From an optimization exercise on the open Yosys and OpenROAD flow, aimed at small area; shortcuts taken in it are not production practice.
The RTL was checked by simulation tests, not by an equivalence proof against the original design.
No activity file was given, so power comes from the tool's default toggle rates.

==> flow/design.v (outline; a module is shown in full before it is edited, if it fits) <==
// module MBF: 1622 lines
// module MBF_fa: 3 lines
// module MBF_ha: 3 lines
// module MBF_hn: 4 lines
// module MBF_xor2: 3 lines
// module MBF_nand2: 3 lines
// module MBF_nor2: 3 lines
module MBF(CLK, RESET, IN_VALID, IN_DATA, X_DATA, Y_DATA, OUT_VALID);
  // ...
==> flow/run.sh <==
#!/bin/bash
# synth_recipe.tcl (not shown) runs the flow's synth.tcl, then flattens the netlist and writes it again
# the make line also repeats each setting of config.mk as NAME=value (left out here)
make -C /OpenROAD-flow-scripts/flow DESIGN_CONFIG=/design/flow/config.mk WORK_HOME=/design/flow/orfs CLKGATE_MAP_FILE= SYNTH_SCRIPT=/design/flow/synth_recipe.tcl finish
==> flow/config.mk <==
export PLATFORM = sky130hd
export DESIGN_NAME = MBF
export DESIGN_NICKNAME = MBF
export VERILOG_FILES = /design/flow/design.v
export SDC_FILE = /design/flow/constraint.sdc
export NUM_CORES = 4
export LEC_CHECK = 0
export CAP_MARGIN = 0
export CORE_MARGIN = 2
export CORE_UTILIZATION = 40
export CTS_BUF_LIST = sky130_fd_sc_hd__clkbuf_4
export CTS_CLUSTER_SIZE = 12
export SLEW_MARGIN = 0
export SYNTH_HIERARCHICAL = 1
==> flow/constraint.sdc <==
create_clock -name core_clock -period 7.0 [get_ports {CLK}]
set_input_delay 1.4000 -clock core_clock [delete_from_list [all_inputs] [get_ports {CLK}]]
set_output_delay 1.4000 -clock core_clock [all_outputs]
set_load 0.01 [all_outputs]
==> flow_summary_export.csv, run 1 <==
group,metric,value,unit
cells_and_area,seqCellArea,4910,µm²
synth,synth_compound_area_share,0,%
timing,relSlewSlack,34.3,%
floorplan,rows,73,
setup_path,rr_worst_depth,16,
hold_path,hold_path.class,"flop to flop",
place,placed_area,17200,µm²
drt,first_iter_violations,539,
cells_and_area,instances_no_fill,1879,
timing,fin_tns_setup,0,ns
global_route,top_usage_layer,"met2",
cells_and_area,final-nonclk-buf-share,2.87,%
cells_and_area,final_common_cell,"fa_1",
synth,syn_inst,1191,
synth,yosys_warnings,7,
power_and_ir_drop,leakagePower,7.59,nW
setup_path,end_kind,"output pin",
synth,synth_top_area_cell,"fa_1",
power_and_ir_drop,seqPwrFrac,30.8,%
global_route,antenna_found_initial,1,
synth,synth_top_area_share,56.3,%
setup_path,crit_chain,"fa_1 -> fa_1 -> inv_1 -> fa_1 -> fa_1 -> fa_1 -> ha_1 -> fa_1 -> inv_1 -> fa_1 -> inv_1 -> clkdlybuf4s50_1",
drt,vias,8682,
synth,synthFlopType,"dfxtp_1",
cells_and_area,multi_input_area,10500,µm²
synth,synthTopCellsByCount,"456 x fa_1, 245 x dfxtp_1, 165 x inv_1",
run_status,status,"no timing/DRC/antenna violations",
drt,wl_met2,18.4,mm
synth,synth_top_family_by_area,"adder cells",
synth,synth-xor-area-share,0.648,%
setup_path,cp.required,5.60,ns
cells_and_area,clk_share,5.10,%
power_and_ir_drop,vdd_ir_drop_max,0.000159,V
floorplan,die-area,42200,µm²
synth,syn_area,16200,µm²
synth,ys_seq_area_share,30.2,%
global_route,grt_max_degree,78,
cts,ctsHoldBuffers,0,
setup_path,setup.worst_path.start,"r6[12]$_DFF_P_",
drt,wl_per_cell,20.4,µm
cells_and_area,multi_input_cells,756,
place,placed_cells,1747,
power_and_ir_drop,netSwitchingFraction,36.0,%
==> run 2, diff against run 1 <==
--- a/flow/config.mk
+++ b/flow/config.mk
@@ -6,9 +6,9 @@
 export NUM_CORES = 4
 export LEC_CHECK = 0
-export CAP_MARGIN = 0
+export CAP_MARGIN = 20
 export CORE_MARGIN = 2
 export CORE_UTILIZATION = 40
 export CTS_BUF_LIST = sky130_fd_sc_hd__clkbuf_4
 export CTS_CLUSTER_SIZE = 12
-export SLEW_MARGIN = 0
+export SLEW_MARGIN = 20
 export SYNTH_HIERARCHICAL = 1
==> run 2 against run 1 <==
Die area did not move; core utilization hardly changed; critical path type unchanged; count of clock-buffer cells in the layout unchanged; global-route usage unchanged; non-clock buffer count unchanged; setup slack got worse by 0.0041 ns; largest power group unchanged; clock power is essentially flat; sequential cell count unchanged; critical path depth did not move; wire length about the same; cell count is the same.
==> flow_summary_export.csv, run 2 <==
group,metric,value,unit
run_status,status,"no timing/DRC/antenna violations",
floorplan,die_x,205,µm
drt,drc,0,
cts,clk_pin_slew_worst_paths,0.06,ns
timing,relSlewSlack,42.5,%
synth,yosysMostFrequentCell,"fa_1",
hold_path,hold_end,"r2[9]$_DFF_P_",
floorplan,rows,73,
synth,syn_area,16200,µm²
setup_path,path_max_fanout,6,
setup_path,critPathKind,"flop to output pin",
setup_path,r2r-start,"r3[8]$_DFF_P_",
cts,clk-insertion-delay-late,0.73,ns
synth,synthTopCellsByCount,"456 x fa_1, 245 x dfxtp_1, 165 x inv_1",
timing,finalHoldViolations,0,
timing,max_clock_freq,0.151,GHz
power_and_ir_drop,leakagePower,7.59,nW
floorplan,core,39900,µm²
place,dp_slack,0.388,ns
power_and_ir_drop,netSwitchingFraction,36.0,%
power_and_ir_drop,powerDensity,272,nW/µm²
synth,synthTopCellsByArea,"fa_1 56%, dfxtp_1 30%, inv_1 3.8%, nand2_1 3.2%, nor2_1 2.9%",
drt,first_iter_violations,563,
cts,clock_sinks,245,
drt,vias,8703,
synth,syn_inst,1191,
global_route,grt_pass1_vias,9800,
power_and_ir_drop,power,4.94,mW
power_and_ir_drop,p_sw,1.78,mW
timing,slew_violations,0,
cells_and_area,drive_gt1_share,9.98,%
setup_path,cp.required,5.60,ns
synth,ys_async_sr_fraction,0,%
setup_path,cp-start-kind,"flop",
synth,synth_edf_count,0,
cells_and_area,syn2layout_area_growth,11.9,%
place,routabilityCongestion,0.901,
drt,postRouteAntennaNets,0,
synth,synthFlopType,"dfxtp_1",
setup_path,ff2ff_setup_slack,0.42,ns
global_route,track_usage,19.9,%
synth,ys_types,13,
place,port_buffers,40,
floorplan,ios,43,
timing,period_share,94.7,%
setup_path,end_kind,"output pin",
synth,synth_top_area_share,56.3,%
timing,rsz0062_at_grt,"no",
hold_path,hp-start,"r1[9]$_DFF_P_",
drt,via_per_inst,4.63,
synth,yosys_warnings,7,
hold_path,holdPathStages,1,
floorplan,die-area,42200,µm²
timing,period_needed,6.63,ns
synth,synth_top_area_cell,"fa_1",
timing,tightest_slew,0.862,ns
place,place_hpwl,32.8,mm
synth,yosys_register_bits,245,
cells_and_area,finish.utilization,45.5,%
floorplan,die_y,205,µm
global_route,grt_pass1_wl,59.6,mm
floorplan,initial_core_util,40.6,%
global_route,antenna_found_initial,1,
setup_path,setup.worst_path.start,"r6[12]$_DFF_P_",
global_route,grt_overflow,0,
cts,cts_max_level,3,
cts,cts_buffers,72,
cells_and_area,final_common_cell,"fa_1",
power_and_ir_drop,p_clk_share,27.7,%
hold_path,hold_path.class,"flop to flop",
setup_path,rr_worst_depth,16,
timing,layout_setup_ws,0.371,ns
power_and_ir_drop,internal-power,3.16,mW
setup_path,r2r_end,"q717$_DFF_P_",
flow_run,cap_viol_max_count,0,
cts,clk_path_buf_depth,3,
drt,firstDrtPassIters,5,
cells_and_area,layout_common_cells,"455 x fa_1, 241 x dfxtp_1, 164 x inv_1",
cells_and_area,nNetsFinal,1787,
timing,setup_violations,0,
global_route,grt_max_degree,78,
drt,wl_per_cell,20.4,µm
cts,cts_tree,"done",
timing,finClkSkew,0.0459,ns
power_and_ir_drop,power_frac_comb,41.4,%
drt,drt_wl_total,38.4,mm
synth,ys_seq_area_share,30.2,%
setup_path,worstPathArrival,5.23,ns
synth,syn_avg_cell_area,13.6,µm²
cells_and_area,fillers,3643,
power_and_ir_drop,vdd_ir_drop_max,0.000159,V
timing,fin_tns_setup,0,ns
cts,clockRootBuffer,"clkbuf_4",
power_and_ir_drop,seqPwrFrac,30.8,%
[run 2: cell types whose count changed in the layout (fill, tap and decap cells not counted)]
cell	delta
nor2b_1	-1
nor2b_2	+1
[run 2: kinds of logic (layout without fill, tap and decap cells)]
kind of cell	count (synthesis)	in the layout	synth area share [%]
buf+inv	191	352	5.02
simple gates	267	267	6.29
flops	245	245	30.2
other cells	1	3	0.0231
fa+ha+maj	475	475	57.8
xor+xnor	12	12	0.648
[run 2: layout make-up]
type | instances | area (µm²) | area share (%)
Timing Repair Buffer | 56 | 520 | 2.87
Antenna cell | 1 | 2.50 | 0.0138
Clock buffer | 97 | 728 | 4.01
Sequential cell | 245 | 4910 | 27.1
Inverter | 165 | 622 | 3.43
Multi-Input combinational cell | 756 | 10500 | 57.9
Clock inverter | 34 | 196 | 1.08
Tap cell | 525 | 657 | 3.62
[run 2: power groups by stage]
stage | sequential, mW | combinational, mW | clock, mW
after floorplan | 1.54 | 1.51 | 0
after global placement | 1.56 | 2.09 | 0
after detailed placement | 1.56 | 2.10 | 0
after CTS | 1.53 | 2.11 | 1.44
after global routing | 1.53 | 2.38 | 1.51
final | 1.52 | 2.05 | 1.37
[run 2: how the worst max path moves through the flow]
stage,end,slack [ns],cells past startpoint
6_report,Y_DATA[11],0.37,12
5_1_grt,Y_DATA[11],0.16,12
4_1_cts,OUT_VALID,0.03,14
3_5_place_dp,q717$_DFF_P_,0.39,16
3_3_place_gp,q717$_DFF_P_,0.40,16
2_1_floorplan,q717$_DFF_P_,0.71,16
[run 2: critical path, stage by stage, from the launching register on]
cell and delay (ns):
dfxtp_1 0.62, fa_1 0.52, fa_1 0.36, inv_1 0.07
fa_1 0.45, fa_1 0.39, fa_1 0.44, ha_1 0.23
fa_1 0.36, inv_1 0.07, fa_1 0.40, inv_1 0.06
clkdlybuf4s50_1 0.53
[run 2: per-layer routing]
layer  up-vias  GRT usage, %  routed length (µm)
met5         -             0                   0
met1      4686          27.4               16300
li1       3699             -                   -
met3        55          4.97                2610
met4         0          6.71                 943
met2       263          30.9               18500
[run 2: per-module statistics from Yosys, one instance, submodules excluded]
module	flip-flops and latches	cells	copies in the design
MBF_fa	0	1	456
MBF_xor2	0	1	12
MBF	245	442	1
MBF_ha	0	1	19
MBF_nor2	0	1	125
MBF_nand2	0	1	137
[run 2: metrics by stage]
| step | cells | hold WS, ns | cell area, µm² |
|---|---|---|---|
| 2_1_floorplan | 1192 | 0.352 | 16200 |
| 3_3_place_gp | 1747 | 0.353 | 17200 |
| 3_5_place_dp | 1747 | 0.357 | 17200 |
| 4_1_cts | 1878 | 0.364 | 18100 |
| 5_1_grt | 1879 | 0.357 | 18100 |
| 6_report | 1879 | 0.360 | 18100 |
[run 2: what timing repair did]
action | in CTS | in global routing
buffers inserted | 0 | 0
pin swaps | 0 | 1
hold buffers | 0 | 0
gates resized for setup | 2 | 5
setup endpoints to repair | 1 | 1
hold endpoints to repair | 0 | 0
==> run 3, diff against run 2 <==
--- a/flow/config.mk
+++ b/flow/config.mk
@@ -9,6 +9,7 @@
 export CORE_MARGIN = 2
 export CORE_UTILIZATION = 40
-export CTS_BUF_LIST = sky130_fd_sc_hd__clkbuf_4
-export CTS_CLUSTER_SIZE = 12
+export CTS_BUF_LIST = sky130_fd_sc_hd__clkbuf_8
+export CTS_CLUSTER_DIAMETER = 60
+export CTS_CLUSTER_SIZE = 24
 export SLEW_MARGIN = 20
 export SYNTH_HIERARCHICAL = 1
==> run 3 against run 2 <==
Sequential power hardly changed; largest cell class unchanged; hold slack better by 0.014 ns; non-clock buffer count unchanged; clock power decreased by 24%; synthesized cell count did not move; cell count is 4.5% lower; maximum frequency shrank 2.2%; combinational power hardly changed; critical path depth increased by 2; sequential cell count unchanged; clock skew shrank 0.022 ns.
==> flow_summary_export.csv, run 3 <==
group,metric,value,unit
run_status,status,"no timing/DRC/antenna violations",
cts,clock_sinks,245,
power_and_ir_drop,power,4.62,mW
power_and_ir_drop,power_frac_comb,44.5,%
setup_path,cp-start-kind,"flop",
setup_path,cp.required,5.60,ns
place,placed_area,17200,µm²
floorplan,core,39900,µm²
global_route,grt_max_degree,78,
synth,ys_types,13,
power_and_ir_drop,netSwitchingFraction,38.3,%
floorplan,die_x,205,µm
cells_and_area,multi_input_area,10500,µm²
global_route,grt_overflow,0,
setup_path,setup.worst_path.start,"r10[12]$_DFF_P_",
timing,fin_tns_setup,0,ns
synth,syn_area,16200,µm²
setup_path,r2r-start,"r3[8]$_DFF_P_",
synth,synthTopCellsByCount,"456 x fa_1, 245 x dfxtp_1, 165 x inv_1",
cts,post-cts-setup-buffer-count,0,
floorplan,ios,43,
floorplan,rows,73,
setup_path,end_kind,"output pin",
cells_and_area,finish.instance_area,17800,µm²
drt,drt_wl_total,37.9,mm
cells_and_area,layout_common_cells,"455 x fa_1, 242 x dfxtp_1, 168 x inv_1",
timing,relSlewSlack,41.8,%
setup_path,ff2ff_setup_slack,0.38,ns
synth,yosysMostFrequentCell,"fa_1",
timing,hold_slack,0.374,ns
power_and_ir_drop,p_clk_share,22.5,%
floorplan,die-area,42200,µm²
setup_path,setup.worst_path.end,"OUT_VALID",
setup_path,rr_worst_depth,16,
drt,wl_per_cell,21.1,µm
floorplan,die_y,205,µm
setup_path,r2r_end,"q717$_DFF_P_",
flow_run,cap_viol_max_count,0,
synth,syn_avg_cell_area,13.6,µm²
power_and_ir_drop,leakagePower,7.35,nW
hold_path,hold_path.class,"flop to flop",
synth,synth_top_area_share,56.3,%
cells_and_area,drive_gt1_share,5.28,%
drt,first_iter_violations,519,
timing,max_clock_freq,0.148,GHz
cells_and_area,final_common_cell,"fa_1",
timing,slew_violations,0,
cts,clk-insertion-delay-late,0.62,ns
cells_and_area,nNetsFinal,1741,
global_route,grt_pass1_vias,9294,
power_and_ir_drop,internal-power,2.85,mW
cts,cts_tree,"done",
power_and_ir_drop,p_sw,1.77,mW
drt,wl_met2,18.0,mm
setup_path,worstPathArrival,5.38,ns
drt,routed-wl-met3,2.03,mm
cts,clk_pin_slew_worst_paths,0.10,ns
cells_and_area,antenna_cells,0,
synth,synth_edf_count,0,
synth,synthTopCellsByArea,"fa_1 56%, dfxtp_1 30%, inv_1 3.8%, nand2_1 3.2%, nor2_1 2.9%",
synth,yosys_warnings,7,
setup_path,critPathKind,"flop to output pin",
drt,dr.max_layer_used,"met4",
cts,cts_max_level,1,
cells_and_area,seqCellArea,4910,µm²
cells_and_area,syn2layout_area_growth,9.72,%
drt,firstDrtPassIters,4,
timing,setup_violations,0,
drt,vias,8393,
global_route,grt_pass1_wl,58.3,mm
cts,clk_path_buf_depth,3,
place,routabilityCongestion,0.901,
power_and_ir_drop,vdd_ir_drop_max,0.000157,V
setup_path,path_max_fanout,5,
synth,synthFlopType,"dfxtp_1",
power_and_ir_drop,seqPwrFrac,33.0,%
global_route,track_usage,19.3,%
timing,period_needed,6.78,ns
cts,clockRootBuffer,"clkbuf_8",
drt,postRouteAntennaNets,0,
global_route,antenna_found_initial,0,
timing,tightest_slew,0.873,ns
cts,cts_buffers,26,
place,place_hpwl,32.8,mm
synth,ys_async_sr_fraction,0,%
synth,syn_inst,1191,
drt,via_per_inst,4.68,
synth,synth_top_area_cell,"fa_1",
synth,ys_seq_area_share,30.2,%
timing,finClkSkew,0.0241,ns
timing,rsz0062_at_grt,"no",
power_and_ir_drop,powerDensity,260,nW/µm²
synth,yosys_register_bits,245,
drt,wl_met1,17.1,mm
cells_and_area,fillers,3620,
timing,period_share,96.8,%
place,port_buffers,40,
timing,finalHoldViolations,0,
floorplan,initial_core_util,40.6,%
drt,drc,0,
==> run 3: per-module statistics from Yosys (local to each module, per instance) <==
module / flops+latches / cells / area (µm²) / copies in the design
MBF: 245 / 442 / 5760 / 1
MBF_fa: 0 / 1 / 20.0 / 456
MBF_ha: 0 / 1 / 12.5 / 19
MBF_nand2: 0 / 1 / 3.75 / 137
MBF_nor2: 0 / 1 / 3.75 / 125
MBF_xor2: 0 / 1 / 8.76 / 12
==> run 3: worst max-delay path: stages, from the launching register on <==
cell	delay (ns)
dfxtp_2	0.46
fa_1	0.47
fa_1	0.39
fa_1	0.55
inv_1	0.07
fa_1	0.47
inv_1	0.05
nor2_1	0.13
fa_1	0.19
inv_1	0.08
fa_1	0.40
fa_2	0.61
nand4bb_1	0.11
or3_1	0.31
clkdlybuf4s50_1	0.48
==> run 3: final cells by class <==
cell class,count,share of cell area [%]
clock buffer,27,2.09
sequential,245,27.6
clock inverter,21,1.18
inverter,165,3.50
tap,525,3.69
multi-input combinational,756,59.0
timing repair buffer,56,2.91
==> run 3: what timing repair did <==
| action | CTS | global route |
|---|---|---|
| hold buffers | 0 | 0 |
| hold endpoints to repair | 0 | 0 |
| gates resized for setup | 0 | 4 |
| endpoints found under the setup margin | 0 | 1 |
==> run 3: layer usage <==
layer	GRT usage, %	vias up
met5	0	-
met4	4.47	0
met3	3.88	45
met2	30.2	195
met1	27.9	4606
li1	-	3547
==> run 3: cells by family after synthesis <==
logic type	synth area share [%]
flip-flops	30.2
adder cells (fa/ha/maj)	57.8
other	0.0231
XOR/XNOR	0.648
AND/OR/NAND/NOR	6.29
buffers and inverters	5.02
==> run 3: power by group through the flow <==
stage / logic [mW] / registers (mW) / clock network [mW]
2_1_floorplan: 1.51 / 1.54 / 0
3_3_place_gp: 2.09 / 1.56 / 0
3_5_place_dp: 2.10 / 1.56 / 0
4_1_cts: 2.11 / 1.53 / 1.08
5_1_grt: 2.37 / 1.53 / 1.13
6_report: 2.06 / 1.52 / 1.04
==> run 3: how the worst min path moves through the flow <==
stage / slack (ns) / end / depth (start not counted) / startpoint
floorplan: 0.35 / r2[10]$_DFF_P_ / 1 / r1[10]$_DFF_P_
global placement: 0.35 / r2[10]$_DFF_P_ / 1 / r1[10]$_DFF_P_
detailed placement: 0.36 / r2[10]$_DFF_P_ / 1 / r1[10]$_DFF_P_
CTS: 0.38 / r2[9]$_DFF_P_ / 1 / r1[9]$_DFF_P_
global route: 0.37 / r2[9]$_DFF_P_ / 1 / r1[9]$_DFF_P_
finish: 0.37 / r2[9]$_DFF_P_ / 1 / r1[9]$_DFF_P_
==> run 3: metrics by stage <==
step / setup WS [ns] / cells / utilization (%)
after floorplan: 0.712 / 1192 / -
after global placement: 0.397 / 1747 / 43.1
after detailed placement: 0.388 / 1747 / 43.1
after CTS: 0.00800 / 1795 / 44.6
after global routing: 0.0121 / 1795 / 44.6
final: 0.222 / 1795 / 44.6
==> run 4, diff against run 3 <==
--- a/flow/config.mk
+++ b/flow/config.mk
@@ -10,6 +10,6 @@
 export CORE_UTILIZATION = 40
 export CTS_BUF_LIST = sky130_fd_sc_hd__clkbuf_8
-export CTS_CLUSTER_DIAMETER = 60
-export CTS_CLUSTER_SIZE = 24
+export CTS_CLUSTER_DIAMETER = 45
+export CTS_CLUSTER_SIZE = 30
 export SLEW_MARGIN = 20
 export SYNTH_HIERARCHICAL = 1
==> run 4 against run 3 <==
Still clean; setup slack worse by 0.011 ns; via count is 0.12% higher; global-route usage is 0.26 points higher; synthesized cell count stayed put; sequential power hardly changed; count of clock-buffer cells in the layout is 15 higher; critical endpoint unchanged.
==> flow_summary_export.csv, run 4 <==
group,metric,value,unit
floorplan,die_y,205,µm
setup_path,crit_chain,"fa_1 -> fa_1 -> fa_1 -> inv_1 -> fa_1 -> inv_1 -> nor2_1 -> fa_1 -> inv_1 -> fa_1 -> fa_1 -> nand4bb_1 -> or3_1 -> clkdlybuf4s50_1",
hold_path,hold_path.class,"flop to flop",
global_route,grt_pass1_vias,9445,
cells_and_area,drive_gt1_share,6.75,%
synth,synth_edf_count,0,
synth,synthTopCellsByArea,"fa_1 56%, dfxtp_1 30%, inv_1 3.8%, nand2_1 3.2%, nor2_1 2.9%",
synth,synthFlopType,"dfxtp_1",
setup_path,cp.required,5.60,ns
timing,finalHoldViolations,0,
timing,relSlewSlack,42.6,%
timing,hold_slack,0.353,ns
synth,syn_inst,1191,
timing,tightest_slew,0.862,ns
synth,syn_avg_cell_area,13.6,µm²
drt,postRouteAntennaNets,0,
power_and_ir_drop,powerDensity,271,nW/µm²
setup_path,cp_common_cell,"fa_1",
cells_and_area,syn2layout_area_growth,11.3,%
setup_path,critPathKind,"flop to output pin",
cells_and_area,antenna_cells,0,
place,port_buffers,40,
power_and_ir_drop,vdd_ir_drop_max,0.000158,V
drt,drc,0,
timing,period_needed,6.79,ns
power_and_ir_drop,leakagePower,7.47,nW
synth,synth_top_area_cell,"fa_1",
hold_path,holdPathStages,1,
synth,synthTopCellsByCount,"456 x fa_1, 245 x dfxtp_1, 165 x inv_1",
cts,cts_buffers,37,
flow_run,cap_viol_max_count,0,
floorplan,die-area,42200,µm²
drt,vias,8403,
synth,syn_area,16200,µm²
hold_path,hp-start,"r1[9]$_DFF_P_",
global_route,grt_pass1_wl,58.6,mm
cells_and_area,finish.utilization,45.2,%
timing,finClkSkew,0.0594,ns
place,routabilityCongestion,0.901,
cts,clk-insertion-delay-late,0.62,ns
drt,first_iter_violations,500,
synth,yosys_register_bits,245,
synth,ys_seq_area_share,30.2,%
setup_path,worstPathArrival,5.39,ns
timing,period_share,97.0,%
cts,clk_pin_slew_worst_paths,0.09,ns
drt,firstDrtPassIters,5,
drt,wl_per_cell,20.9,µm
cts,clock_sinks,245,
synth,yosysMostFrequentCell,"fa_1",
global_route,grt_max_degree,78,
floorplan,initial_core_util,40.6,%
cells_and_area,nNetsFinal,1752,
timing,setup_violations,0,
timing,slew_violations,0,
cts,clockRootBuffer,"clkbuf_8",
setup_path,path_buf_inv,4,
setup_path,crit_slowest_cell,"fa_1",
setup_path,ff2ff_setup_slack,0.41,ns
synth,yosys_warnings,7,
cells_and_area,final_common_cell,"fa_1",
run_status,status,"no timing/DRC/antenna violations",
floorplan,rows,73,
setup_path,end_kind,"output pin",
floorplan,die_x,205,µm
cts,cts_max_level,2,
global_route,antenna_found_initial,0,
setup_path,r2r-start,"r3[8]$_DFF_P_",
synth,ys_async_sr_fraction,0,%
hold_path,hold_end,"r2[9]$_DFF_P_",
timing,max_clock_freq,0.147,GHz
global_route,grt_overflow,0,
drt,via_per_inst,4.63,
timing,fin_tns_setup,0,ns
drt,drt_wl_total,37.9,mm
place,place_hpwl,32.8,mm
setup_path,crit_family,"adder cells",
synth,synth_top_area_share,56.3,%
timing,rsz0062_at_grt,"no",
setup_path,path_max_fanout,5,
global_route,track_usage,19.5,%
setup_path,rr_worst_depth,16,
cts,cts_tree,"done",
cells_and_area,layout_common_cells,"456 x fa_1, 243 x dfxtp_1, 165 x inv_1",
cts,ctsHoldBuffers,0,
floorplan,core,39900,µm²
setup_path,r2r_end,"q717$_DFF_P_",
setup_path,cp-start-kind,"flop",
synth,ys_types,13,
floorplan,ios,43,
setup_path,max_stage_delay,0.61,ns
cts,clk_path_buf_depth,3,
[run 4: how the worst max path moves through the flow]
| stage | from | to | slack [ns] | cells past startpoint |
|---|---|---|---|---|
| 2_1_floorplan | r3[8]$_DFF_P_ | q717$_DFF_P_ | 0.71 | 16 |
| 3_3_place_gp | r3[8]$_DFF_P_ | q717$_DFF_P_ | 0.40 | 16 |
| 3_5_place_dp | r3[8]$_DFF_P_ | q717$_DFF_P_ | 0.39 | 16 |
| 4_1_cts | r10[12]$_DFF_P_ | OUT_VALID | 0.02 | 14 |
| 5_1_grt | r10[11]$_DFF_P_ | OUT_VALID | 0.02 | 14 |
| 6_report | r10[12]$_DFF_P_ | OUT_VALID | 0.21 | 14 |
[run 4: Yosys stat by module, one instance, submodules excluded]
module | flip-flops and latches | area (µm²) | times used
MBF | 245 | 5760 | 1
MBF_xor2 | 0 | 8.76 | 12
MBF_ha | 0 | 12.5 | 19
MBF_nor2 | 0 | 3.75 | 125
MBF_fa | 0 | 20.0 | 456
MBF_nand2 | 0 | 3.75 | 137
[run 4: cell families (layout without fill, tap and decap cells)]
logic type	count (synthesis)	after routing	synth area share (%)
xor gates and xnor gates	12	12	0.648
adders and majority gates	475	475	57.8
buffers and inverters	191	288	5.02
DFF	245	245	30.2
other	1	2	0.0231
and+or+nand+nor	267	267	6.29
[run 4: through the flow]
step / setup WS [ns] / area, µm² / cells / power (mW)
floorplan: 0.712 / 16200 / 1192 / 3.04
global placement: 0.397 / 17200 / 1747 / 3.64
detailed placement: 0.388 / 17200 / 1747 / 3.66
CTS: 0.0167 / 18000 / 1814 / 5.01
global route: 0.0191 / 18000 / 1814 / 5.32
finish: 0.211 / 18000 / 1814 / 4.89
[run 4: final cells by class]
cell class / count / area [µm²]
Fill cell: 3606 / 21900
Multi-Input combinational cell: 756 / 10500
Sequential cell: 245 / 4910
Tap cell: 525 / 657
Inverter: 165 / 622
Clock buffer: 42 / 578
Timing Repair Buffer: 56 / 518
Clock inverter: 25 / 259
[run 4: timing repair]
item / CTS / global route
setup endpoints to repair: 0 / 1
gates resized for setup: 0 / 2
setup buffers: 0 / 0
[run 4: report_power, final]
part | switching (mW) | leakage (nW) | internal (mW)
registers | 0.0422 | 1.99 | 1.48
logic | 1.09 | 5.06 | 0.953
clock network | 0.682 | 0.430 | 0.640
[run 4: routing by layer]
metal | track usage [%] | up-vias | part of all wire (%)
met2 | 30.3 | 225 | 48
met3 | 4.69 | 58 | 6.6
met5 | 0 | - | 0
met4 | 6.27 | 0 | 2.5
met1 | 27.3 | 4542 | 43
li1 | - | 3578 | -
==> run 5, diff against run 4 <==
--- a/flow/config.mk
+++ b/flow/config.mk
@@ -9,7 +9,7 @@
 export CORE_MARGIN = 2
 export CORE_UTILIZATION = 40
-export CTS_BUF_LIST = sky130_fd_sc_hd__clkbuf_8
-export CTS_CLUSTER_DIAMETER = 45
-export CTS_CLUSTER_SIZE = 30
+export CTS_BUF_LIST = sky130_fd_sc_hd__clkbuf_16
+export CTS_CLUSTER_DIAMETER = 80
+export CTS_CLUSTER_SIZE = 40
 export SLEW_MARGIN = 20
 export SYNTH_HIERARCHICAL = 1
==> run 5 against run 4 <==
Still clean; hold slack got worse by 0.0043 ns; clock skew decreased by 0.034 ns; die area unchanged; synthesized cell count unchanged; first-iteration DRC count increased by 11%; count of clock-buffer cells in the layout decreased by 23; maximum frequency decreased by 0.28%.
==> flow_summary_export.csv, run 5 <==
group,metric,value,unit
run_status,status,"no timing/DRC/antenna violations",
place,placed_cells,1747,
synth,ys_async_sr_fraction,0,%
floorplan,die_x,205,µm
global_route,grt_pass1_vias,9280,
hold_path,hold_path.class,"flop to flop",
cts,cts_max_level,1,
floorplan,ios,43,
setup_path,worstPathArrival,5.41,ns
synth,syn_avg_cell_area,13.6,µm²
cts,clock_sinks,245,
place,placed_area,17200,µm²
drt,wl_per_cell,21.2,µm
cells_and_area,seqCellArea,4910,µm²
cts,clk_path_buf_depth,3,
setup_path,ff2ff_setup_slack,0.40,ns
drt,postRouteAntennaNets,0,
setup_path,critPathKind,"flop to output pin",
cts,clk_pin_slew_worst_paths,0.10,ns
timing,max_clock_freq,0.147,GHz
setup_path,end_kind,"output pin",
hold_path,holdPathStages,1,
synth,syn_inst,1191,
timing,relSlewSlack,42.6,%
floorplan,core,39900,µm²
synth,synthTopCellsByCount,"456 x fa_1, 245 x dfxtp_1, 165 x inv_1",
cts,cts_tree,"done",
setup_path,rr_worst_depth,16,
floorplan,rows,73,
place,routabilityCongestion,0.901,
cells_and_area,drive_gt1_share,4.30,%
global_route,antenna_found_initial,0,
global_route,track_usage,19.2,%
global_route,grt_pass1_wl,58.1,mm
cts,cts_buffers,19,
place,dp_slack,0.388,ns
drt,drt_wl_total,37.8,mm
cells_and_area,final_common_cell,"fa_1",
drt,first_iter_violations,557,
cts,post-cts-setup-buffer-count,0,
power_and_ir_drop,netSwitchingFraction,37.7,%
cells_and_area,nNetsFinal,1734,
setup_path,cp-start-kind,"flop",
timing,period_share,97.3,%
power_and_ir_drop,power,4.84,mW
synth,yosys_warnings,7,
drt,firstDrtPassIters,5,
cts,clockRootBuffer,"clkbuf_16",
global_route,grt_overflow,0,
timing,rsz0062_at_grt,"no",
cells_and_area,multi_input_area,10500,µm²
power_and_ir_drop,p_sw,1.82,mW
floorplan,die-area,42200,µm²
timing,finalHoldViolations,0,
timing,layout_setup_ws,0.192,ns
synth,yosysMostFrequentCell,"fa_1",
cells_and_area,instances_no_fill,1781,
synth,synthFlopType,"dfxtp_1",
synth,ys_seq_area_share,30.2,%
timing,tightest_slew,0.861,ns
timing,fin_tns_setup,0,ns
drt,vias,8298,
synth,synthTopCellsByArea,"fa_1 56%, dfxtp_1 30%, inv_1 3.8%, nand2_1 3.2%, nor2_1 2.9%",
timing,period_needed,6.81,ns
power_and_ir_drop,power_frac_comb,42.5,%
cells_and_area,syn2layout_area_growth,10.8,%
cells_and_area,fillers,3595,
place,place_hpwl,32.8,mm
synth,synth_top_area_cell,"fa_1",
setup_path,path_max_fanout,5,
timing,setup_violations,0,
drt,drc,0,
synth,synth_top_area_share,56.3,%
flow_run,cap_viol_max_count,0,
power_and_ir_drop,seqPwrFrac,31.5,%
cells_and_area,antenna_cells,0,
synth,syn_area,16200,µm²
floorplan,die_y,205,µm
floorplan,initial_core_util,40.6,%
global_route,grt_max_degree,78,
synth,yosys_register_bits,245,
synth,ys_types,13,
drt,via_per_inst,4.66,
power_and_ir_drop,leakagePower,7.40,nW
timing,finClkSkew,0.0251,ns
power_and_ir_drop,powerDensity,269,nW/µm²
power_and_ir_drop,vdd_ir_drop_max,0.000162,V
cts,clk-insertion-delay-late,0.55,ns
cells_and_area,finish.utilization,45.0,%
synth,synth_edf_count,0,
setup_path,cp.required,5.60,ns
cells_and_area,layout_common_cells,"456 x fa_1, 244 x dfxtp_1, 164 x inv_1",
cells_and_area,finish.instance_area,18000,µm²
timing,slew_violations,0,
timing,hold_slack,0.348,ns
power_and_ir_drop,internal-power,3.01,mW
place,port_buffers,40,
power_and_ir_drop,p_clk_share,26.0,%
-- run 5: cell counts after synthesis --
No cell type changed its count.
-- run 5: routing by layer --
layer	routed length (µm)	vias to the layer above	GRT usage [%]
met5	0	-	0
li1	-	3528	-
met2	18100	233	30.4
met4	895	0	4.24
met3	2220	51	3.75
met1	16500	4486	27.7
-- run 5: kinds of logic (layout without fill, tap and decap cells) --
kind of cell / count (synthesis) / count (layout) / synth area share [%]
DFF: 245 / 245 / 30.2
xor gates and xnor gates: 12 / 12 / 0.648
other: 1 / 2 / 0.0231
adders and majority gates: 475 / 475 / 57.8
and+or+nand+nor: 267 / 267 / 6.29
buffers and inverters: 191 / 255 / 5.02
-- run 5: layout make-up --
| type | instances | share of cell area (%) |
|---|---|---|
| well taps | 525 | 3.66 |
| flip-flops and latches | 245 | 27.3 |
| multi-input cells | 756 | 58.5 |
| inverters | 165 | 3.46 |
| clock buffers | 19 | 2.65 |
| repair buffers | 56 | 2.88 |
| clock inverters | 15 | 1.59 |
-- run 5: worst paths after layout --
kind                  start            end
min           r1[9]$_DFF_P_  r2[9]$_DFF_P_
min reg2reg   r1[9]$_DFF_P_  r2[9]$_DFF_P_
max reg2reg   r3[8]$_DFF_P_   q717$_DFF_P_
max          r8[12]$_DFF_P_      OUT_VALID
-- run 5: worst max-delay path, cell delays in order, from the launching register on --
cell	delay, ns
dfxtp_1	0.54
fa_1	0.47
fa_1	0.39
fa_1	0.54
inv_1	0.06
fa_1	0.47
inv_1	0.06
nor2_1	0.13
fa_1	0.19
inv_1	0.08
fa_1	0.39
fa_1	0.61
nand4bb_1	0.12
or3_1	0.31
clkdlybuf4s50_1	0.48
-- run 5: repair_timing --
action                                  in CTS  in global routing
endpoints found under the setup margin       0                  1
gates resized for setup                      0                  1
hold buffers                                 0                  0
-- run 5: per-module statistics from Yosys, one instance, submodules excluded --
| module | times used | cells inside |
|---|---|---|
| MBF | 1 | 442 |
| MBF_xor2 | 12 | 1 |
| MBF_nand2 | 137 | 1 |
| MBF_nor2 | 125 | 1 |
| MBF_ha | 19 | 1 |
| MBF_fa | 456 | 1 |
-- run 5: power by group through the flow --
| stage | registers (mW) | clock network [mW] | logic [mW] |
|---|---|---|---|
| 2_1_floorplan | 1.54 | 0 | 1.51 |
| 3_3_place_gp | 1.56 | 0 | 2.09 |
| 3_5_place_dp | 1.56 | 0 | 2.10 |
| 4_1_cts | 1.52 | 1.29 | 2.12 |
| 5_1_grt | 1.53 | 1.34 | 2.38 |
| 6_report | 1.52 | 1.26 | 2.06 |

==> separate check: timing with driven ports <==
The flow's constraints put no driver on any port. The routed layouts listed below were extracted and timed again, unchanged, in two steps. Step 1 assumes that a clkbuf_16 drives the clock port and a buf_2 every other input. Step 2 moves the port delays by t, midway between the first and last clock arrival at a register: inputs arrive t later, outputs are due t later. That takes back most of the time a late clock gives input paths. Three values: no drivers, after step 1, after step 2; two values: the first two.
run | t (ns) | slack for setup (ns) | worst setup path after step 2
run 1 | 0.758 | 0.375 / 0.325 / 0.417 | register to register
run 2 | 0.761 | 0.371 / 0.320 / 0.421 | register to register
run 3 | 0.663 | 0.222 / 0.168 / 0.375 | register to register
run 4 | 0.639 | 0.211 / 0.160 / 0.411 | register to register
run 5 | 0.590 | 0.192 / 0.138 / 0.399 | register to register
After both steps setup and hold are still met in every run listed.
